This is an optimization exercise on Yosys and OpenROAD, whose aim is small area, not a production implementation. Where RTL was checked, it was by simulation tests only, not by an equivalence proof against the original. No driver is modelled on the clock port, so clock power and skew are understated where the tree is cut down; a real chip needs a root buffer or a tree. Power is estimated from default activity; no workload was simulated.

==> inputs of v30 <==
Design mem32, start of the top module:
module mem32 (
    input Clk,
    input rst,
    input wr,
    input rd,
    input [3:0] in_add,
    input [31:0] Data_in_32,
    output [31:0] Data_out_32,
    output reg valid
);
    reg [127:0] mem;    
    reg [3:0]   ra;     
    wire in_range = ~(in_add[3] & in_add[2] & (in_add[1] | in_add[0]));
    wire do_wr    = wr & ~rd & in_range & ~rst;   
    wire do_rd    = rd & ~wr & in_range;
    function [2:0] carry(input [1:0] s);
        carry = {s[1] & s[0], s[1], s[1] | s[0]};
    endfunction
    wire [31:0] w1 = in_add[0] ? {Data_in_32[23:0], Data_in_32[31:24]} : Data_in_32;
    wire [31:0] wd = in_add[1] ? {w1[15:0], w1[31:16]} : w1;
    wire [2:0] wc = carry(in_add[1:0]);
    wire [3:0] wa;      
    assign wa[0] = do_wr & ~in_add[3] & ~in_add[2];
    assign wa[1] = do_wr & ~in_add[3] &  in_add[2];
    assign wa[2] = do_wr &  in_add[3] & ~in_add[2];
    assign wa[3] = do_wr &  in_add[3] &  in_add[2];
    reg [15:0] we;      
    integer b, r;
    always @(*) begin
        for (r = 0; r < 4; r = r + 1) begin
            we[4*r + 3] = wa[r];
            for (b = 0; b < 3; b = b + 1)
                we[4*r + b] = wc[b] ? (r > 0 && wa[(r + 3) & 3]) : wa[r];
        end
    end
    always @(posedge Clk) begin
        for (b = 0; b < 4; b = b + 1)
            for (r = 0; r < 4; r = r + 1)
                if (we[4*r + b])
                    mem[32*r + 8*b +: 8] <= wd[8*b +: 8];
        if (rd)
            ra <= in_add;
    end
    always @(posedge Clk or posedge rst) begin
        if (rst)
            valid <= 1'b0;
        else if (!(wr && !rd && !in_range))
            valid <= do_rd;
    end
    wire [2:0] rc = carry(ra[1:0]);
  ...
==> module mem32, before the edit <==
module mem32 (
    input Clk,
    input rst,
    input wr,
    input rd,
    input [3:0] in_add,
    input [31:0] Data_in_32,
    output [31:0] Data_out_32,
    output reg valid
);
    reg [127:0] mem;    
    reg [3:0]   ra;     
    wire in_range = ~(in_add[3] & in_add[2] & (in_add[1] | in_add[0]));
    wire do_wr    = wr & ~rd & in_range & ~rst;   
    wire do_rd    = rd & ~wr & in_range;
    function [2:0] carry(input [1:0] s);
        carry = {s[1] & s[0], s[1], s[1] | s[0]};
    endfunction
    wire [31:0] w1 = in_add[0] ? {Data_in_32[23:0], Data_in_32[31:24]} : Data_in_32;
    wire [31:0] wd = in_add[1] ? {w1[15:0], w1[31:16]} : w1;
    wire [2:0] wc = carry(in_add[1:0]);
    wire [3:0] wa;      
    assign wa[0] = do_wr & ~in_add[3] & ~in_add[2];
    assign wa[1] = do_wr & ~in_add[3] &  in_add[2];
    assign wa[2] = do_wr &  in_add[3] & ~in_add[2];
    assign wa[3] = do_wr &  in_add[3] &  in_add[2];
    reg [15:0] we;      
    integer b, r;
    always @(*) begin
        for (r = 0; r < 4; r = r + 1) begin
            we[4*r + 3] = wa[r];
            for (b = 0; b < 3; b = b + 1)
                we[4*r + b] = wc[b] ? (r > 0 && wa[(r + 3) & 3]) : wa[r];
        end
    end
    always @(posedge Clk) begin
        for (b = 0; b < 4; b = b + 1)
            for (r = 0; r < 4; r = r + 1)
                if (we[4*r + b])
                    mem[32*r + 8*b +: 8] <= wd[8*b +: 8];
        if (rd)
            ra <= in_add;
    end
    always @(posedge Clk or posedge rst) begin
        if (rst)
            valid <= 1'b0;
        else if (!(wr && !rd && !in_range))
            valid <= do_rd;
    end
    wire [2:0] rc = carry(ra[1:0]);
    reg  [1:0]  rr;
    reg  [31:0] bd;
    always @(*) begin
        for (b = 0; b < 4; b = b + 1) begin
            if (b == 3)
                rr = ra[3:2];
            else
                rr = {ra[3] | (ra[2] & rc[b]), ra[2] ^ rc[b]};
            bd[8*b +: 8] = mem[32*rr + 8*b +: 8];
        end
    end
    wire [3:0] rs = 4'b0001 << ra[1:0];       
    reg  [31:0] dout;
    integer k;
    always @(*) begin
        for (k = 0; k < 4; k = k + 1) begin
            dout[8*k +: 8] = 8'h00;
            for (b = 0; b < 4; b = b + 1)
                dout[8*k +: 8] = dout[8*k +: 8] |
                    ({8{rs[(b - k) & 3]}} & bd[8*b +: 8]);
        end
    end
    assign Data_out_32 = dout;
endmodule
clock: 5.0 ns
lec_check: 0
cap_margin: 5
core_margin: 2
core_utilization: 60
place_density: 0.85
slew_margin: 5
standard.sh (not shown) runs the stock make flow with config.mk's settings and CLKGATE_MAP_FILE= SYNTH_SCRIPT=/design/flow/synth_recipe.tcl, a recipe that flattens the netlist after the stock synthesis.
==> flow/flow/run.sh <==
#!/bin/bash
# Layout: the standard ORFS flow (standard.sh, unchanged synthesis),
# with the port buffers made from the smallest buffer cell and a small
# hand-built clock tree (flow/cts_manual.tcl) in place of TritonCTS.
set -euo pipefail
here=$(pwd)
export BUFFER_PORTS_ARGS="-buffer_cell sky130_fd_sc_hd__buf_1"
export PRE_CTS_TCL="$here/flow/cts_manual.tcl"
export CTS_CLOCK_NET=Clk
export CTS_ROOT_CELL=sky130_fd_sc_hd__clkbuf_8
export CTS_LEAF_CELL=sky130_fd_sc_hd__clkbuf_16
export CTS_NX=2
export CTS_NY=2
export AREA_RECOVERY_TCL="$here/flow/downsize.tcl"
bash standard.sh finish > standard_flow.log 2>&1
==> flow/flow/cts_manual.tcl <==
# Clock tree built by hand in place of TritonCTS (sourced as PRE_CTS_TCL).
# The clock port drives one root buffer; the root drives one leaf buffer per
# cluster of registers; the clusters split the registers by position into
# CTS_NX columns and CTS_NY rows of about equal size, and each leaf sits at
# its cluster's centre. All registers are two buffers from the port.
set cts_root_cell $::env(CTS_ROOT_CELL)
set cts_leaf_cell $::env(CTS_LEAF_CELL)
set cts_nx $::env(CTS_NX)
set cts_ny $::env(CTS_NY)

set db [ord::get_db]
set block [ord::get_db_block]
set clk_net [$block findNet $::env(CTS_CLOCK_NET)]

set sinks {}
foreach it [$clk_net getITerms] {
  set inst [$it getInst]
  set bb [$inst getBBox]
  set x [expr {([$bb xMin] + [$bb xMax]) / 2}]
  set y [expr {([$bb yMin] + [$bb yMax]) / 2}]
  lappend sinks [list $it $x $y]
}
puts "manual CTS: [llength $sinks] sinks on [$clk_net getName]"

proc split_even {items n idx} {
  set items [lsort -integer -index $idx $items]
  set len [llength $items]
  set out {}
  for {set i 0} {$i < $n} {incr i} {
    set a [expr {($i * $len) / $n}]
    set b [expr {(($i + 1) * $len) / $n - 1}]
    lappend out [lrange $items $a $b]
  }
  return $out
}

set clusters {}
foreach col [split_even $sinks $cts_nx 1] {
  foreach c [split_even $col $cts_ny 2] {
    if {[llength $c] > 0} { lappend clusters $c }
  }
}

set root_master [$db findMaster $cts_root_cell]
set leaf_master [$db findMaster $cts_leaf_cell]

# root buffer: input on the clock port's net, output on a new net
set root [odb::dbInst_create $block $root_master "cts_root"]
set root_net [odb::dbNet_create $block "cts_root_net"]
$root_net setSigType CLOCK
[$root findITerm A] connect $clk_net
[$root findITerm X] connect $root_net

set sx 0; set sy 0; set sn 0
set k 0
foreach c $clusters {
  set cx 0; set cy 0
  foreach s $c { incr cx [lindex $s 1]; incr cy [lindex $s 2] }
  set cx [expr {$cx / [llength $c]}]
  set cy [expr {$cy / [llength $c]}]
  incr sx $cx; incr sy $cy; incr sn
  set leaf [odb::dbInst_create $block $leaf_master "cts_leaf_$k"]
  set net [odb::dbNet_create $block "cts_leaf_net_$k"]
  $net setSigType CLOCK
  foreach s $c {
    set it [lindex $s 0]
    $it disconnect
    $it connect $net
  }
  [$leaf findITerm A] connect $root_net
  [$leaf findITerm X] connect $net
  $leaf setLocation $cx $cy
  $leaf setPlacementStatus PLACED
  puts "manual CTS: leaf $k drives [llength $c] sinks at ($cx, $cy)"
  incr k
}
$root setLocation [expr {$sx / $sn}] [expr {$sy / $sn}]
$root setPlacementStatus PLACED

set_propagated_clock [all_clocks]

# the tree is built; TritonCTS is not run
rename clock_tree_synthesis ""
proc clock_tree_synthesis {args} { puts "manual CTS: clock_tree_synthesis skipped" }

if {[info exists ::env(AREA_RECOVERY_TCL)]} { source $::env(AREA_RECOVERY_TCL) }
==> flow/flow/downsize.tcl <==
# Area recovery (sourced from the PRE_CTS_TCL hook): every combinational
# cell that is not part of the clock tree is swapped for the smallest cell
# with the same function, then repair_design fixes any slew, capacitance or
# fanout limit that this breaks. repair_timing runs after this in cts.tcl.
set_dont_use $::env(DONT_USE_CELLS)
sta::make_equiv_cells [get_libs *]
set saved 0.0
set swapped 0
foreach inst [get_cells *] {
  set name [get_full_name $inst]
  if {[string match "cts_*" $name]} { continue }
  set lc [get_property $inst liberty_cell]
  if {$lc == "" || $lc == "NULL"} { continue }
  if {[regexp {__(s?e?df|dl[xr]|s?dlclkp)} [get_name $lc]]} { continue }
  set eq [sta::find_equiv_cells $lc]
  if {[llength $eq] < 2} { continue }
  set best $lc
  set best_area [get_property $lc area]
  foreach e $eq {
    set en [get_name $e]
    if {[regexp {probe|lpflow|dly|clkdlybuf} $en] || [get_property $e dont_use]} { continue }
    set a [get_property $e area]
    if {$a < $best_area - 1e-6} { set best $e; set best_area $a }
  }
  if {$best != $lc} {
    set saved [expr {$saved + [get_property $lc area] - $best_area}]
    incr swapped
    replace_cell $inst $best
  }
}
puts "area recovery: swapped $swapped cells, [format %.1f $saved] um2 less"
estimate_parasitics -placement
repair_design -slew_margin $::env(SLEW_MARGIN) -cap_margin $::env(CAP_MARGIN)
==> v18: changes against v30 <==
==> flow/design.v (replaced) <==
module mem32 (
    input Clk,
    input rst,
    input wr,
    input rd,
    input [3:0] in_add,
    input [31:0] Data_in_32,
    output [31:0] Data_out_32,
    output reg valid
);
    reg [127:0] mem;    
    reg [3:0]   ra;     
    wire in_range = ~(in_add[3] & in_add[2] & (in_add[1] | in_add[0]));
    wire do_wr    = wr & ~rd & in_range & ~rst;   
    wire do_rd    = rd & ~wr & in_range;
    integer b, r, k;
    function [3:0] onehot2(input [1:0] v);
        onehot2 = 4'b0001 << v;
    endfunction
    wire [3:0] wsh = onehot2(in_add[1:0]);
    reg  [31:0] wd;
    reg  [15:0] we;     
    always @(*) begin
        for (b = 0; b < 4; b = b + 1) begin
            wd[8*b +: 8] = 8'h00;
            for (k = 0; k < 4; k = k + 1)
                wd[8*b +: 8] = wd[8*b +: 8] |
                    ({8{wsh[(b - k) & 3]}} & Data_in_32[8*k +: 8]);
        end
        for (b = 0; b < 4; b = b + 1)
            for (r = 0; r < 4; r = r + 1)
                we[4*r + b] = do_wr &
                    (r == ((in_add[3:2] + (b < in_add[1:0])) & 3));
    end
    always @(posedge Clk) begin
        for (b = 0; b < 4; b = b + 1)
            for (r = 0; r < 4; r = r + 1)
                if (we[4*r + b])
                    mem[32*r + 8*b +: 8] <= wd[8*b +: 8];
        if (rd)
            ra <= in_add;
    end
    always @(posedge Clk or posedge rst) begin
        if (rst)
            valid <= 1'b0;
        else if (!(wr && !rd && !in_range))
            valid <= do_rd;
    end
    wire [3:0] rsh = onehot2(ra[1:0]);
    reg  [15:0] rrow;   
    reg  [31:0] bd;
    reg  [31:0] dout;
    always @(*) begin
        for (b = 0; b < 4; b = b + 1)
            for (r = 0; r < 4; r = r + 1)
                rrow[4*r + b] = (r == ((ra[3:2] + (b < ra[1:0])) & 3));
        for (b = 0; b < 4; b = b + 1) begin
            bd[8*b +: 8] = 8'h00;
            for (r = 0; r < 4; r = r + 1)
                bd[8*b +: 8] = bd[8*b +: 8] |
                    ({8{rrow[4*r + b]}} & mem[32*r + 8*b +: 8]);
        end
        for (k = 0; k < 4; k = k + 1) begin
            dout[8*k +: 8] = 8'h00;
            for (b = 0; b < 4; b = b + 1)
                dout[8*k +: 8] = dout[8*k +: 8] |
                    ({8{rsh[(b - k) & 3]}} & bd[8*b +: 8]);
        end
    end
    assign Data_out_32 = dout;
endmodule
--- a/flow/flow/run.sh
+++ b/flow/flow/run.sh
@@ -13,3 +13,2 @@
 export CTS_NY=2
-export AREA_RECOVERY_TCL="$here/flow/downsize.tcl"
 bash standard.sh finish > standard_flow.log 2>&1
--- a/flow/flow/cts_manual.tcl
+++ b/flow/flow/cts_manual.tcl
@@ -84,3 +84 @@
 proc clock_tree_synthesis {args} { puts "manual CTS: clock_tree_synthesis skipped" }
-
-if {[info exists ::env(AREA_RECOVERY_TCL)]} { source $::env(AREA_RECOVERY_TCL) }
Settings changed: CAP_MARGIN 5 to 20, CORE_UTILIZATION 60 to 40, PLACE_DENSITY 0.85 to not set, SLEW_MARGIN 5 to 20.
removed: flow/flow/downsize.tcl
==> v25: changes against v30 <==
--- a/flow/design.v
+++ b/flow/design.v
@@ -18,4 +18,14 @@
     endfunction
-    wire [31:0] w1 = in_add[0] ? {Data_in_32[23:0], Data_in_32[31:24]} : Data_in_32;
-    wire [31:0] wd = in_add[1] ? {w1[15:0], w1[31:16]} : w1;
+    integer b, r;
+    wire [3:0] ws = 4'b0001 << in_add[1:0];    
+    reg  [31:0] wd;
+    integer k;
+    always @(*) begin
+        for (b = 0; b < 4; b = b + 1) begin
+            wd[8*b +: 8] = 8'h00;
+            for (k = 0; k < 4; k = k + 1)
+                wd[8*b +: 8] = wd[8*b +: 8] |
+                    ({8{ws[(b - k) & 3]}} & Data_in_32[8*k +: 8]);
+        end
+    end
     wire [2:0] wc = carry(in_add[1:0]);
@@ -27,3 +37,2 @@
     reg [15:0] we;      
-    integer b, r;
     always @(*) begin
@@ -58,17 +67,10 @@
                 rr = {ra[3] | (ra[2] & rc[b]), ra[2] ^ rc[b]};
-            bd[8*b +: 8] = mem[32*rr + 8*b +: 8];
+            bd[8*b +: 8] = ({8{rr == 2'd0}} & mem[8*b +: 8]) |
+                           ({8{rr == 2'd1}} & mem[32 + 8*b +: 8]) |
+                           ({8{rr == 2'd2}} & mem[64 + 8*b +: 8]) |
+                           ({8{rr == 2'd3}} & mem[96 + 8*b +: 8]);
         end
     end
-    wire [3:0] rs = 4'b0001 << ra[1:0];       
-    reg  [31:0] dout;
-    integer k;
-    always @(*) begin
-        for (k = 0; k < 4; k = k + 1) begin
-            dout[8*k +: 8] = 8'h00;
-            for (b = 0; b < 4; b = b + 1)
-                dout[8*k +: 8] = dout[8*k +: 8] |
-                    ({8{rs[(b - k) & 3]}} & bd[8*b +: 8]);
-        end
-    end
-    assign Data_out_32 = dout;
+    wire [31:0] r1 = ra[0] ? {bd[7:0], bd[31:8]} : bd;
+    assign Data_out_32 = ra[1] ? {r1[15:0], r1[31:16]} : r1;
 endmodule
--- a/flow/flow/run.sh
+++ b/flow/flow/run.sh
@@ -1,7 +1,16 @@
 #!/bin/bash
-# Layout: the standard ORFS flow (standard.sh, unchanged synthesis),
-# with the port buffers made from the smallest buffer cell and a small
-# hand-built clock tree (flow/cts_manual.tcl) in place of TritonCTS.
+# Layout: the standard ORFS flow (standard.sh) with these changes:
+# - synthesis maps the logic with an area-oriented ABC script
+#   (flow/abc_map.script in place of ORFS's abc_speed.script, in a copy of
+#   ORFS's scripts folder); registers are mapped before ABC runs, so they
+#   are the standard synthesis's, with the same names and cells;
+# - port buffers use the smallest buffer cell;
+# - a small hand-built clock tree (flow/cts_manual.tcl) replaces TritonCTS,
+#   followed by area recovery (flow/downsize.tcl).
 set -euo pipefail
 here=$(pwd)
+mkdir -p "$here/scripts"
+cp -r "$FLOW_HOME/scripts/." "$here/scripts/"
+cp "$here/flow/abc_map.script" "$here/scripts/abc_speed.script"
+export SCRIPTS_DIR="$here/scripts"
 export BUFFER_PORTS_ARGS="-buffer_cell sky130_fd_sc_hd__buf_1"
==> flow/flow/abc_map.script (new file) <==
&get -n
&st
&dch -f
&nf -R 1000 -p
&put
dnsize -c
Settings changed: CORE_UTILIZATION 60 to 45, GPL_TIMING_DRIVEN set to 0, PLACE_DENSITY 0.85 to not set.
==> v16: changes against v30 <==
--- a/flow/design.v
+++ b/flow/design.v
@@ -18,4 +18,14 @@
     endfunction
-    wire [31:0] w1 = in_add[0] ? {Data_in_32[23:0], Data_in_32[31:24]} : Data_in_32;
-    wire [31:0] wd = in_add[1] ? {w1[15:0], w1[31:16]} : w1;
+    integer b, r;
+    wire [3:0] ws = 4'b0001 << in_add[1:0];    
+    reg  [31:0] wd;
+    integer k;
+    always @(*) begin
+        for (b = 0; b < 4; b = b + 1) begin
+            wd[8*b +: 8] = 8'h00;
+            for (k = 0; k < 4; k = k + 1)
+                wd[8*b +: 8] = wd[8*b +: 8] |
+                    ({8{ws[(b - k) & 3]}} & Data_in_32[8*k +: 8]);
+        end
+    end
     wire [2:0] wc = carry(in_add[1:0]);
@@ -27,3 +37,2 @@
     reg [15:0] we;      
-    integer b, r;
     always @(*) begin
@@ -58,17 +67,10 @@
                 rr = {ra[3] | (ra[2] & rc[b]), ra[2] ^ rc[b]};
-            bd[8*b +: 8] = mem[32*rr + 8*b +: 8];
+            bd[8*b +: 8] = ({8{rr == 2'd0}} & mem[8*b +: 8]) |
+                           ({8{rr == 2'd1}} & mem[32 + 8*b +: 8]) |
+                           ({8{rr == 2'd2}} & mem[64 + 8*b +: 8]) |
+                           ({8{rr == 2'd3}} & mem[96 + 8*b +: 8]);
         end
     end
-    wire [3:0] rs = 4'b0001 << ra[1:0];       
-    reg  [31:0] dout;
-    integer k;
-    always @(*) begin
-        for (k = 0; k < 4; k = k + 1) begin
-            dout[8*k +: 8] = 8'h00;
-            for (b = 0; b < 4; b = b + 1)
-                dout[8*k +: 8] = dout[8*k +: 8] |
-                    ({8{rs[(b - k) & 3]}} & bd[8*b +: 8]);
-        end
-    end
-    assign Data_out_32 = dout;
+    wire [31:0] r1 = ra[0] ? {bd[7:0], bd[31:8]} : bd;
+    assign Data_out_32 = ra[1] ? {r1[15:0], r1[31:16]} : r1;
 endmodule
--- a/flow/flow/run.sh
+++ b/flow/flow/run.sh
@@ -1,7 +1,16 @@
 #!/bin/bash
-# Layout: the standard ORFS flow (standard.sh, unchanged synthesis),
-# with the port buffers made from the smallest buffer cell and a small
-# hand-built clock tree (flow/cts_manual.tcl) in place of TritonCTS.
+# Layout: the standard ORFS flow (standard.sh) with these changes:
+# - synthesis maps the logic with an area-oriented ABC script
+#   (flow/abc_map.script in place of ORFS's abc_speed.script, in a copy of
+#   ORFS's scripts folder); registers are mapped before ABC runs, so they
+#   are the standard synthesis's, with the same names and cells;
+# - port buffers use the smallest buffer cell;
+# - a small hand-built clock tree (flow/cts_manual.tcl) replaces TritonCTS,
+#   followed by area recovery (flow/downsize.tcl).
 set -euo pipefail
 here=$(pwd)
+mkdir -p "$here/scripts"
+cp -r "$FLOW_HOME/scripts/." "$here/scripts/"
+cp "$here/flow/abc_map.script" "$here/scripts/abc_speed.script"
+export SCRIPTS_DIR="$here/scripts"
 export BUFFER_PORTS_ARGS="-buffer_cell sky130_fd_sc_hd__buf_1"
==> flow/flow/abc_map.script (new file) <==
&get -n
&st
&dch -f
&nf -R 1000 -p
&put
dnsize -c
Settings changed: CELL_PAD_IN_SITES_DETAIL_PLACEMENT set to 1, CELL_PAD_IN_SITES_GLOBAL_PLACEMENT set to 1, CORE_UTILIZATION 60 to 45, PLACE_DENSITY 0.85 to not set.
==> summary of the runs <==
Critical path depth is the same in v25 and v16.
Of v16 and v30, v16 has the higher total power (gap about 3.6%, measured against v30).
In sequential power, v16 and v30 hardly differ.
Sequential share of layout area: v18 < v30 < v16 < v25.
The highest first-iteration DRC count belongs to v30, the lowest to v18.
Via count: v18 is smaller than v30 (about 5%).
==> figures <==
item	v16	v25	v30	v18
Total area of multi-input combinational cells	2000 um^2	2030 um^2	2280 um^2	2430 um^2
Site row count	42	42	37	47
Logic gate share of total power	21.3%	21.1%	20.6%	22.1%
End-of-flow core utilization	50.9%	50.8%	66.9%	43.5%
Fin Hold WS	0.438 ns	0.434 ns	0.444 ns	0.456 ns
RD Place Congestion	0.773	0.766	0.810	0.803
Global-route wire length before repair	27100 um	23400 um	21800 um	22700 um
Most common cell in the synthesized netlist	nand2_1	nand2_1	edfxtp_1	edfxtp_1
Status	no timing/DRC/antenna violations	no timing/DRC/antenna violations	no timing/DRC/antenna violations	no timing/DRC/antenna violations
Area after detailed placement	6620 um^2	6690 um^2	6830 um^2	7020 um^2
Pleak	2.16 nW	2.15 nW	2.24 nW	2.19 nW
Internal portion of total power	1.59 mW	1.59 mW	1.61 mW	1.63 mW
Maximum achievable frequency	218 MHz	217 MHz	226 MHz	225 MHz
No functional check of the RTL was part of v30. No run of this note takes its clock network from TritonCTS; it comes from the design's own scripts or RTL.

## what the ideal ports hide
How much do the figures lean on ideal ports? The routed layouts below were timed once more, with nothing changed but the port constraints.
Step 1 sets driving cells, clkbuf_16 on the clock port and buf_2 on the other inputs (assumed; they add their load-dependent delay and slew).
Step 2 adds t to the input delays and takes it off the output delays; t is the mean of the earliest and latest rising clock arrival at the registers after step 1. Input paths then give back, and output paths get back, about the clock's delay inside the block.
Three values: ideal, step 1, step 2; two values: the first two.
run | shift t [ns] | slack for setup (ns) | hold WS [ns] | worst setup path at the end | worst register clock-pin slew, ns
v30 | 0.396 | 0.570 / 0.539 / 0.935 | 0.444 / 0.440 / 0.611 | register to output | 0.12 / 0.12
v18 | 0.423 | 0.547 / 0.503 / 0.927 | 0.456 / 0.465 / 0.658 | register to output | 0.12 / 0.12
v25 | 0.422 | 0.401 / 0.364 / 0.491 | 0.434 / 0.420 / 0.554 | input to register | 0.12 / 0.12
v16 | 0.423 | 0.414 / 0.376 / 0.799 | 0.438 / 0.424 / 0.557 | register to output | 0.12 / 0.12
After both steps setup and hold are still met in every run listed.
